This is an optimization exercise on Yosys and OpenROAD, whose aim is small area and a short achievable clock period, not a production implementation. Where RTL was checked, it was by simulation tests only, not by an equivalence proof against the original. No activity file was given, so power comes from the tool's default toggle rates.

==> inputs of 08-08 <==
Design mesh, start of the top module:
module mesh # (
    parameter integer IDX_WIDTH_FOR_NODES = 3,
    parameter integer NUM_NODES = 2 ** IDX_WIDTH_FOR_NODES
)
(
    input clk,
    input rstn,
    input [17:0] init,
    input [1:0] asel,
    input [NUM_NODES-1:0] csels,
    input [IDX_WIDTH_FOR_NODES-1:0] ressel,
    input [1:0] dinsel,
    input [18*NUM_NODES-1:0] mbram_dout,
    input [17:0] vbram0_dout,
    input [17:0] vbram1_dout,
    output [17:0] vbram0_din,
    output [17:0] vbram1_din
    );
clock: 7.0 ns
lec_check: 0
cap_margin: 20
core_margin: 2
core_utilization: 60
cts_buf_list: sky130_fd_sc_hd__clkbuf_4 sky130_fd_sc_hd__clkbuf_8
place_density: 0.72
setup_slack_margin: 2.9
slew_margin: 20
synth_hierarchical: 1
synth_minimum_keep_size: 0
standard.sh (not shown) runs the stock make flow with config.mk's settings and CLKGATE_MAP_FILE= SYNTH_SCRIPT=/design/flow/synth_recipe.tcl, a recipe that flattens the netlist after the stock synthesis.
==> flow/flow/run.sh <==
#!/bin/bash
# Layout flow: the standard flow, with the port buffers that
# buffer_ports inserts made of the plain buffer sky130_fd_sc_hd__buf_1
# (the resizer may still resize them) instead of its default pick.
# Each tool's output goes to the ORFS logs; make's own output to flow.log.
set -o pipefail
export BUFFER_PORTS_ARGS="-buffer_cell sky130_fd_sc_hd__buf_1"
bash standard.sh > flow.log 2>&1
==> 06-28: changes against 08-08 <==
==> flow/run.sh (new file) <==
#!/bin/bash
# synth_recipe.tcl (not shown) runs the flow's synth.tcl, then flattens the netlist and writes it again
# the make line also repeats each setting of config.mk as NAME=value (left out here)
make -C /OpenROAD-flow-scripts/flow DESIGN_CONFIG=/design/flow/config.mk WORK_HOME=/design/flow/orfs CLKGATE_MAP_FILE= SYNTH_SCRIPT=/design/flow/synth_recipe.tcl finish
Settings changed: CORE_UTILIZATION 60 to 40, CTS_BUF_LIST sky130_fd_sc_hd__clkbuf_4 sky130_fd_sc_hd__clkbuf_8 to default, PLACE_DENSITY 0.72 to 0.6.
removed: flow/flow/run.sh
removed: flow/standard.sh
==> notes <==
Against 06-28, the clock power of 08-08 is lower by 7.6%. In 06-28 the register-to-register slack is better than in 08-08, by 0.05 ns. Of 08-08 and 06-28, 06-28 has the higher power (gap 1.7%, measured against 06-28). Combinational power is about the same in 06-28 and 08-08. Hold slack is about the same in 06-28 and 08-08. In 06-28 the count of clock-buffer cells in the layout is lower than in 08-08, by 107. Synthesized cell count is the same in 08-08 and 06-28.
==> figures <==
| metric | 08-08 | 06-28 |
|---|---|---|
| Sw Ratio | 0.3859 | 0.3805 |
| Clock network power | 0.00794 W | 0.00859 W |
| Clock tree buffer count of the final layout | 302 | 195 |
| R2r worst-path depth | 13 | 15 |
| Final Core Density | 0.7378 | 0.5071 |
| Pre-CTS setup slack | 1.467 ns | 1.147 ns |
| Count of inserted antenna diode cells | 6 | 3 |
| Number of filler cells placed in the layout | 10330 | 20790 |
| Met2 Track Usage GR | 0.5704 | 0.4127 |
| Sequential cell area share | 0.2331 | 0.2248 |
| Proportion of power drawn by the clock network | 0.212 | 0.226 |
| Share of the final layout cell area in multi-input gates | 0.5981 | 0.5831 |
| Met1 demand-to-capacity share in global routing | 0.4230 | 0.3020 |
| Outcome | timing/DRC/antenna clean | timing/DRC/antenna clean |
| Min-Delay Endpoint | lane[6].dly_inst.dlys[4][14] | nd[6].node_in_mesh.bufb[17] |
No functional check of the RTL was part of any run of this note.

* * *

==> try-quartz: inputs <==
mesh, a different RTL version from the one above (not shown whole).
==> module mesh, before the edit <==
module mesh # (
    parameter integer IDX_WIDTH_FOR_NODES = 3,
    parameter integer NUM_NODES = 2 ** IDX_WIDTH_FOR_NODES
)
(
    input clk,
    input rstn,
    input [17:0] init,
    input [1:0] asel,
    input [NUM_NODES-1:0] csels,
    input [IDX_WIDTH_FOR_NODES-1:0] ressel,
    input [1:0] dinsel,
    input [18*NUM_NODES-1:0] mbram_dout,
    input [17:0] vbram0_dout,
    input [17:0] vbram1_dout,
    output [17:0] vbram0_din,
    output [17:0] vbram1_din
    );
    wire [17:0] bdly [NUM_NODES-1:0];
    assign bdly[0] = mbram_dout[17:0];
    genvar i;
    generate
    for(i = 1; i < NUM_NODES; i = i + 1)
    begin : lane
        dly # (
            .DATA_WIDTH(18),
            .CYC_DLY(i)
        ) dly_inst (
            .clk(clk),
            .din(mbram_dout[18*i +: 18]),
            .dout(bdly[i])
        );
    end
    endgenerate
    wire [17:0] vbram_dout_selected = asel[0] ? vbram1_dout : vbram0_dout;
    wire [17:0] ain_selected = asel[1] ? init : vbram_dout_selected;
    wire [18:0] ax = {ain_selected, 1'b0};
    wire [8:0] dneg [NUM_NODES:0];
    wire [8:0] done [NUM_NODES:0];
    wire [8:0] dtwo [NUM_NODES:0];
    generate
    for(i = 0; i < 9; i = i + 1)
    begin : rec
        assign done[0][i] = ax[2*i+1] ^ ax[2*i];
        assign dtwo[0][i] = (ax[2*i+2] & ~ax[2*i+1] & ~ax[2*i]) |
                            (~ax[2*i+2] & ax[2*i+1] & ax[2*i]);
        assign dneg[0][i] = ax[2*i+2] & ~(ax[2*i+1] & ax[2*i]);
    end
    endgenerate
    wire [17:0] ress [NUM_NODES-1:0];
    generate
    for(i = 0; i < NUM_NODES; i = i + 1)
    begin : nd
        node node_in_mesh (
            .clk(clk),
            .rstn(rstn),
            .ain_neg(dneg[i]),
            .ain_one(done[i]),
            .ain_two(dtwo[i]),
            .bin(bdly[i]),
            .csel(csels[i]),
            .aout_neg(dneg[i+1]),
            .aout_one(done[i+1]),
            .aout_two(dtwo[i+1]),
            .res(ress[i])
        );
    end
    endgenerate
    reg [17:0] res_bufs [NUM_NODES-1:0];
    generate
    for(i = 0; i < NUM_NODES; i = i + 1)
    begin : rb
        always @ (posedge clk)
            res_bufs[i] <= ress[i];
    end
    endgenerate
    wire [NUM_NODES:0] osel0, osel1;
    generate
    for(i = 0; i < NUM_NODES; i = i + 1)
    begin : dec
        assign osel0[i] = ~dinsel[0] & (ressel == i);
        assign osel1[i] = ~dinsel[1] & (ressel == i);
    end
    endgenerate
    assign osel0[NUM_NODES] = dinsel[0];
    assign osel1[NUM_NODES] = dinsel[1];
    generate
    for(i = 0; i < 18; i = i + 1)
    begin : ob
        OSEL9 o0 (
            .s(osel0),
            .d({vbram1_dout[i], res_bufs[7][i], res_bufs[6][i], res_bufs[5][i], res_bufs[4][i],
                res_bufs[3][i], res_bufs[2][i], res_bufs[1][i], res_bufs[0][i]}),
            .y(vbram0_din[i])
        );
        OSEL9 o1 (
            .s(osel1),
            .d({vbram0_dout[i], res_bufs[7][i], res_bufs[6][i], res_bufs[5][i], res_bufs[4][i],
                res_bufs[3][i], res_bufs[2][i], res_bufs[1][i], res_bufs[0][i]}),
            .y(vbram1_din[i])
        );
    end
    endgenerate
endmodule
==> module OSEL9, before the edit <==
module OSEL9 (
    input wire [8:0] s,
    input wire [8:0] d,
    output wire y
    );
    wire [2:0] n;
    AOI222 g0 (.a1(s[0]), .a2(d[0]), .b1(s[1]), .b2(d[1]), .c1(s[2]), .c2(d[2]), .y(n[0]));
    AOI222 g1 (.a1(s[3]), .a2(d[3]), .b1(s[4]), .b2(d[4]), .c1(s[5]), .c2(d[5]), .y(n[1]));
    AOI222 g2 (.a1(s[6]), .a2(d[6]), .b1(s[7]), .b2(d[7]), .c1(s[8]), .c2(d[8]), .y(n[2]));
    NAND3 g3 (.a(n[0]), .b(n[1]), .c(n[2]), .y(y));
endmodule
==> module AOI222, before the edit <==
module AOI222 (
    input wire a1, input wire a2, input wire b1, input wire b2, input wire c1, input wire c2,
    output wire y
    );
    assign y = ~((a1 & a2) | (b1 & b2) | (c1 & c2));
endmodule
==> module NAND3, before the edit <==
module NAND3 (input wire a, input wire b, input wire c, output wire y);
    assign y = ~(a & b & c);
endmodule
==> flow/config.mk <==
export PLATFORM = sky130hd
export DESIGN_NAME = mesh
export DESIGN_NICKNAME = mesh
export VERILOG_FILES = /design/flow/design.v
export SDC_FILE = /design/flow/constraint.sdc
export NUM_CORES = 4
export LEC_CHECK = 0
export CAP_MARGIN = 20
export CORE_MARGIN = 2
export CORE_UTILIZATION = 45
export PLACE_DENSITY = 0.65
export SETUP_SLACK_MARGIN = 3.1
export SLEW_MARGIN = 20
export SYNTH_HIERARCHICAL = 1
export SYNTH_MINIMUM_KEEP_SIZE = 0
==> flow/constraint.sdc <==
create_clock -name core_clock -period 7.0 [get_ports {clk}]
set_input_delay 1.4000 -clock core_clock [delete_from_list [all_inputs] [get_ports {clk}]]
set_output_delay 1.4000 -clock core_clock [all_outputs]
set_load 0.01 [all_outputs]
==> flow/flow/run.sh <==
#!/bin/bash
# Layout flow: the standard flow, with the port buffers that
# buffer_ports inserts made of the plain buffer sky130_fd_sc_hd__buf_1
# (the resizer may still resize them) instead of its default pick.
# Each tool's output goes to the ORFS logs; make's own output to flow.log.
set -o pipefail
export BUFFER_PORTS_ARGS="-buffer_cell sky130_fd_sc_hd__buf_1"
bash standard.sh > flow.log 2>&1
==> try-willow (differences from try-quartz) <==
--- a/flow/design.v
+++ b/flow/design.v
@@ -644,51 +644,56 @@
             res_bufs[i] <= ress[i];
     end
     endgenerate
-    wire [NUM_NODES:0] osel0, osel1;
+    wire [NUM_NODES-1:0] oh [5:0];
     generate
-    for(i = 0; i < NUM_NODES; i = i + 1)
-    begin : dec
-        assign osel0[i] = ~dinsel[0] & (ressel == i);
-        assign osel1[i] = ~dinsel[1] & (ressel == i);
+    for(i = 0; i < 6; i = i + 1)
+    begin : dc
+        DEC3 dec (.s(ressel), .oh(oh[i]));
     end
     endgenerate
-    assign osel0[NUM_NODES] = dinsel[0];
-    assign osel1[NUM_NODES] = dinsel[1];
+    wire [1:0] dn = ~dinsel;
     generate
     for(i = 0; i < 18; i = i + 1)
     begin : ob
-        OSEL9 o0 (
-            .s(osel0),
-            .d({vbram1_dout[i], res_bufs[7][i], res_bufs[6][i], res_bufs[5][i], res_bufs[4][i],
-                res_bufs[3][i], res_bufs[2][i], res_bufs[1][i], res_bufs[0][i]}),
-            .y(vbram0_din[i])
-        );
-        OSEL9 o1 (
-            .s(osel1),
-            .d({vbram0_dout[i], res_bufs[7][i], res_bufs[6][i], res_bufs[5][i], res_bufs[4][i],
-                res_bufs[3][i], res_bufs[2][i], res_bufs[1][i], res_bufs[0][i]}),
-            .y(vbram1_din[i])
-        );
+        wire [NUM_NODES-1:0] h = oh[i / 3];
+        wire [3:0] n0, n1;
+        wire m0, m1;
+        AOI22 g0 (.a1(h[0]), .a2(res_bufs[0][i]), .b1(h[1]), .b2(res_bufs[1][i]), .y(n0[0]));
+        AOI22 g1 (.a1(h[2]), .a2(res_bufs[2][i]), .b1(h[3]), .b2(res_bufs[3][i]), .y(n0[1]));
+        AOI22 g2 (.a1(h[4]), .a2(res_bufs[4][i]), .b1(h[5]), .b2(res_bufs[5][i]), .y(n0[2]));
+        AOI22 g3 (.a1(h[6]), .a2(res_bufs[6][i]), .b1(h[7]), .b2(res_bufs[7][i]), .y(n0[3]));
+        AOI22 g4 (.a1(h[0]), .a2(res_bufs[0][i]), .b1(h[1]), .b2(res_bufs[1][i]), .y(n1[0]));
+        AOI22 g5 (.a1(h[2]), .a2(res_bufs[2][i]), .b1(h[3]), .b2(res_bufs[3][i]), .y(n1[1]));
+        AOI22 g6 (.a1(h[4]), .a2(res_bufs[4][i]), .b1(h[5]), .b2(res_bufs[5][i]), .y(n1[2]));
+        AOI22 g7 (.a1(h[6]), .a2(res_bufs[6][i]), .b1(h[7]), .b2(res_bufs[7][i]), .y(n1[3]));
+        NAND4 g8 (.a(n0[0]), .b(n0[1]), .c(n0[2]), .d(n0[3]), .y(m0));
+        NAND4 g9 (.a(n1[0]), .b(n1[1]), .c(n1[2]), .d(n1[3]), .y(m1));
+        MUXN o0 (.s(dinsel[0]), .sn(dn[0]), .d1(vbram1_dout[i]), .d0(m0), .y(vbram0_din[i]));
+        MUXN o1 (.s(dinsel[1]), .sn(dn[1]), .d1(vbram0_dout[i]), .d0(m1), .y(vbram1_din[i]));
     end
     endgenerate
 endmodule
-module OSEL9 (
-    input wire [8:0] s,
-    input wire [8:0] d,
-    output wire y
-    );
-    wire [2:0] n;
-    AOI222 g0 (.a1(s[0]), .a2(d[0]), .b1(s[1]), .b2(d[1]), .c1(s[2]), .c2(d[2]), .y(n[0]));
-    AOI222 g1 (.a1(s[3]), .a2(d[3]), .b1(s[4]), .b2(d[4]), .c1(s[5]), .c2(d[5]), .y(n[1]));
-    AOI222 g2 (.a1(s[6]), .a2(d[6]), .b1(s[7]), .b2(d[7]), .c1(s[8]), .c2(d[8]), .y(n[2]));
-    NAND3 g3 (.a(n[0]), .b(n[1]), .c(n[2]), .y(y));
-endmodule
-module AOI222 (
-    input wire a1, input wire a2, input wire b1, input wire b2, input wire c1, input wire c2,
-    output wire y
-    );
-    assign y = ~((a1 & a2) | (b1 & b2) | (c1 & c2));
+module DEC3 (input wire [2:0] s, output wire [7:0] oh);
+    genvar i;
+    generate
+    for(i = 0; i < 8; i = i + 1)
+    begin : d
+        assign oh[i] = (s == i);
+    end
+    endgenerate
+endmodule
+module AOI22 (input wire a1, input wire a2, input wire b1, input wire b2, output wire y);
+    assign y = ~((a1 & a2) | (b1 & b2));
+endmodule
+module NAND4 (input wire a, input wire b, input wire c, input wire d, output wire y);
+    assign y = ~(a & b & c & d);
+endmodule
+module NAND2 (input wire a, input wire b, output wire y);
+    assign y = ~(a & b);
 endmodule
-module NAND3 (input wire a, input wire b, input wire c, output wire y);
-    assign y = ~(a & b & c);
+module MUXN (input wire s, input wire sn, input wire d1, input wire d0, output wire y);
+    wire t1, t0;
+    NAND2 n1 (.a(s), .b(d1), .y(t1));
+    NAND2 n0 (.a(sn), .b(d0), .y(t0));
+    NAND2 n2 (.a(t1), .b(t0), .y(y));
 endmodule
Settings changed: CTS_CLUSTER_DIAMETER from default to 100, CTS_CLUSTER_SIZE from default to 24, SETUP_SLACK_MARGIN 3.1 to 2.85.
==> try-onyx (differences from try-quartz) <==
--- a/flow/design.v
+++ b/flow/design.v
@@ -644,51 +644,48 @@
             res_bufs[i] <= ress[i];
     end
     endgenerate
-    wire [NUM_NODES:0] osel0, osel1;
+    wire [NUM_NODES-1:0] oh [1:0];
+    DEC3 dec0 (.s(ressel), .oh(oh[0]));
+    DEC3 dec1 (.s(ressel), .oh(oh[1]));
+    wire [1:0] dn = ~dinsel;
     generate
-    for(i = 0; i < NUM_NODES; i = i + 1)
-    begin : dec
-        assign osel0[i] = ~dinsel[0] & (ressel == i);
-        assign osel1[i] = ~dinsel[1] & (ressel == i);
+    for(i = 0; i < 18; i = i + 1)
+    begin : ob
+        wire [NUM_NODES-1:0] h = oh[i / 9];
+        wire [3:0] n;
+        wire m0, m1;
+        AOI22 g0 (.a1(h[0]), .a2(res_bufs[0][i]), .b1(h[1]), .b2(res_bufs[1][i]), .y(n[0]));
+        AOI22 g1 (.a1(h[2]), .a2(res_bufs[2][i]), .b1(h[3]), .b2(res_bufs[3][i]), .y(n[1]));
+        AOI22 g2 (.a1(h[4]), .a2(res_bufs[4][i]), .b1(h[5]), .b2(res_bufs[5][i]), .y(n[2]));
+        AOI22 g3 (.a1(h[6]), .a2(res_bufs[6][i]), .b1(h[7]), .b2(res_bufs[7][i]), .y(n[3]));
+        NAND4 g4 (.a(n[0]), .b(n[1]), .c(n[2]), .d(n[3]), .y(m0));
+        NAND4 g5 (.a(n[0]), .b(n[1]), .c(n[2]), .d(n[3]), .y(m1));
+        MUXN o0 (.s(dinsel[0]), .sn(dn[0]), .d1(vbram1_dout[i]), .d0(m0), .y(vbram0_din[i]));
+        MUXN o1 (.s(dinsel[1]), .sn(dn[1]), .d1(vbram0_dout[i]), .d0(m1), .y(vbram1_din[i]));
     end
     endgenerate
-    assign osel0[NUM_NODES] = dinsel[0];
-    assign osel1[NUM_NODES] = dinsel[1];
+endmodule
+module DEC3 (input wire [2:0] s, output wire [7:0] oh);
+    genvar i;
     generate
-    for(i = 0; i < 18; i = i + 1)
-    begin : ob
-        OSEL9 o0 (
-            .s(osel0),
-            .d({vbram1_dout[i], res_bufs[7][i], res_bufs[6][i], res_bufs[5][i], res_bufs[4][i],
-                res_bufs[3][i], res_bufs[2][i], res_bufs[1][i], res_bufs[0][i]}),
-            .y(vbram0_din[i])
-        );
-        OSEL9 o1 (
-            .s(osel1),
-            .d({vbram0_dout[i], res_bufs[7][i], res_bufs[6][i], res_bufs[5][i], res_bufs[4][i],
-                res_bufs[3][i], res_bufs[2][i], res_bufs[1][i], res_bufs[0][i]}),
-            .y(vbram1_din[i])
-        );
+    for(i = 0; i < 8; i = i + 1)
+    begin : d
+        assign oh[i] = (s == i);
     end
     endgenerate
 endmodule
-module OSEL9 (
-    input wire [8:0] s,
-    input wire [8:0] d,
-    output wire y
-    );
-    wire [2:0] n;
-    AOI222 g0 (.a1(s[0]), .a2(d[0]), .b1(s[1]), .b2(d[1]), .c1(s[2]), .c2(d[2]), .y(n[0]));
-    AOI222 g1 (.a1(s[3]), .a2(d[3]), .b1(s[4]), .b2(d[4]), .c1(s[5]), .c2(d[5]), .y(n[1]));
-    AOI222 g2 (.a1(s[6]), .a2(d[6]), .b1(s[7]), .b2(d[7]), .c1(s[8]), .c2(d[8]), .y(n[2]));
-    NAND3 g3 (.a(n[0]), .b(n[1]), .c(n[2]), .y(y));
-endmodule
-module AOI222 (
-    input wire a1, input wire a2, input wire b1, input wire b2, input wire c1, input wire c2,
-    output wire y
-    );
-    assign y = ~((a1 & a2) | (b1 & b2) | (c1 & c2));
+module AOI22 (input wire a1, input wire a2, input wire b1, input wire b2, output wire y);
+    assign y = ~((a1 & a2) | (b1 & b2));
+endmodule
+module NAND4 (input wire a, input wire b, input wire c, input wire d, output wire y);
+    assign y = ~(a & b & c & d);
+endmodule
+module NAND2 (input wire a, input wire b, output wire y);
+    assign y = ~(a & b);
 endmodule
-module NAND3 (input wire a, input wire b, input wire c, output wire y);
-    assign y = ~(a & b & c);
+module MUXN (input wire s, input wire sn, input wire d1, input wire d0, output wire y);
+    wire t1, t0;
+    NAND2 n1 (.a(s), .b(d1), .y(t1));
+    NAND2 n0 (.a(sn), .b(d0), .y(t0));
+    NAND2 n2 (.a(t1), .b(t0), .y(y));
 endmodule
Settings changed: SETUP_SLACK_MARGIN 3.1 to 3.0.
==> run summary <==
status=timing/DRC/antenna clean; post-synthesis cell area=102000 sq um; Inst Count DP=12400; P_sw=approximately 16 mW; Comb pwr share=54.8%; post-layout min period=4170 ps; worst r2r src=nd[0].node_in_mesh.bufb[17]
Source of the figures above: try-willow

==> run summary <==
Comb pwr share=52.7%; status=timing/DRC/antenna clean; P_sw=16.7 mW; post-layout min period=4310 ps; post-synthesis cell area=104000 sq um; worst r2r src=nd[6].node_in_mesh.bufb[8]
Source of the figures above: try-onyx

==> run summary <==
Leak Pwr=~51 nW; P_sw=16.8 mW; Comb pwr share=between 50% and 60%; sequential share of power=27.0%; status=timing/DRC/antenna clean; Inst Count DP=between 10000 and 15000; post-synthesis cell area=101000 sq um; worst r2r src=nd[0].node_in_mesh.bufa_one[2]
Source of the figures above: try-quartz

The RTL of try-quartz was laid out without a check of its function.

-- what the ideal ports hide --
The flow's constraints put no driver on any port. The routed layouts listed below were extracted and timed again, unchanged, in two steps. Step 1: set_driving_cell puts a clkbuf_16 on clk and a buf_2 on each other input, an assumption about the parent block. Step 2 moves the port delays by t, midway between the first and last clock arrival at a register: inputs arrive t later, outputs are due t later. That takes back most of the time a late clock gives input paths. Slacks: ideal ports / drivers / drivers and shift; pairs: ideal ports / drivers.
run	t (ns)	setup slack, ns	worst setup path after step 2	worst slew at a driven data input, ns
08-08	1.061	2.669 / 2.503 / 1.843	input to register	0.36
06-28	0.887	2.636 / 2.292 / 1.925	input to register	0.39
try-quartz	0.942	2.539 / 2.378 / 2.225	input to register	0.24
try-willow	0.862	2.835 / 2.622 / 2.161	input to register	0.22
try-onyx	0.906	2.686 / 2.639 / 2.136	input to register	0.14
After both steps setup and hold are still met in every run listed. The setup slack of 08-08, which loses most, moves by -0.166 ns with the drivers and by -0.826 ns with both steps.
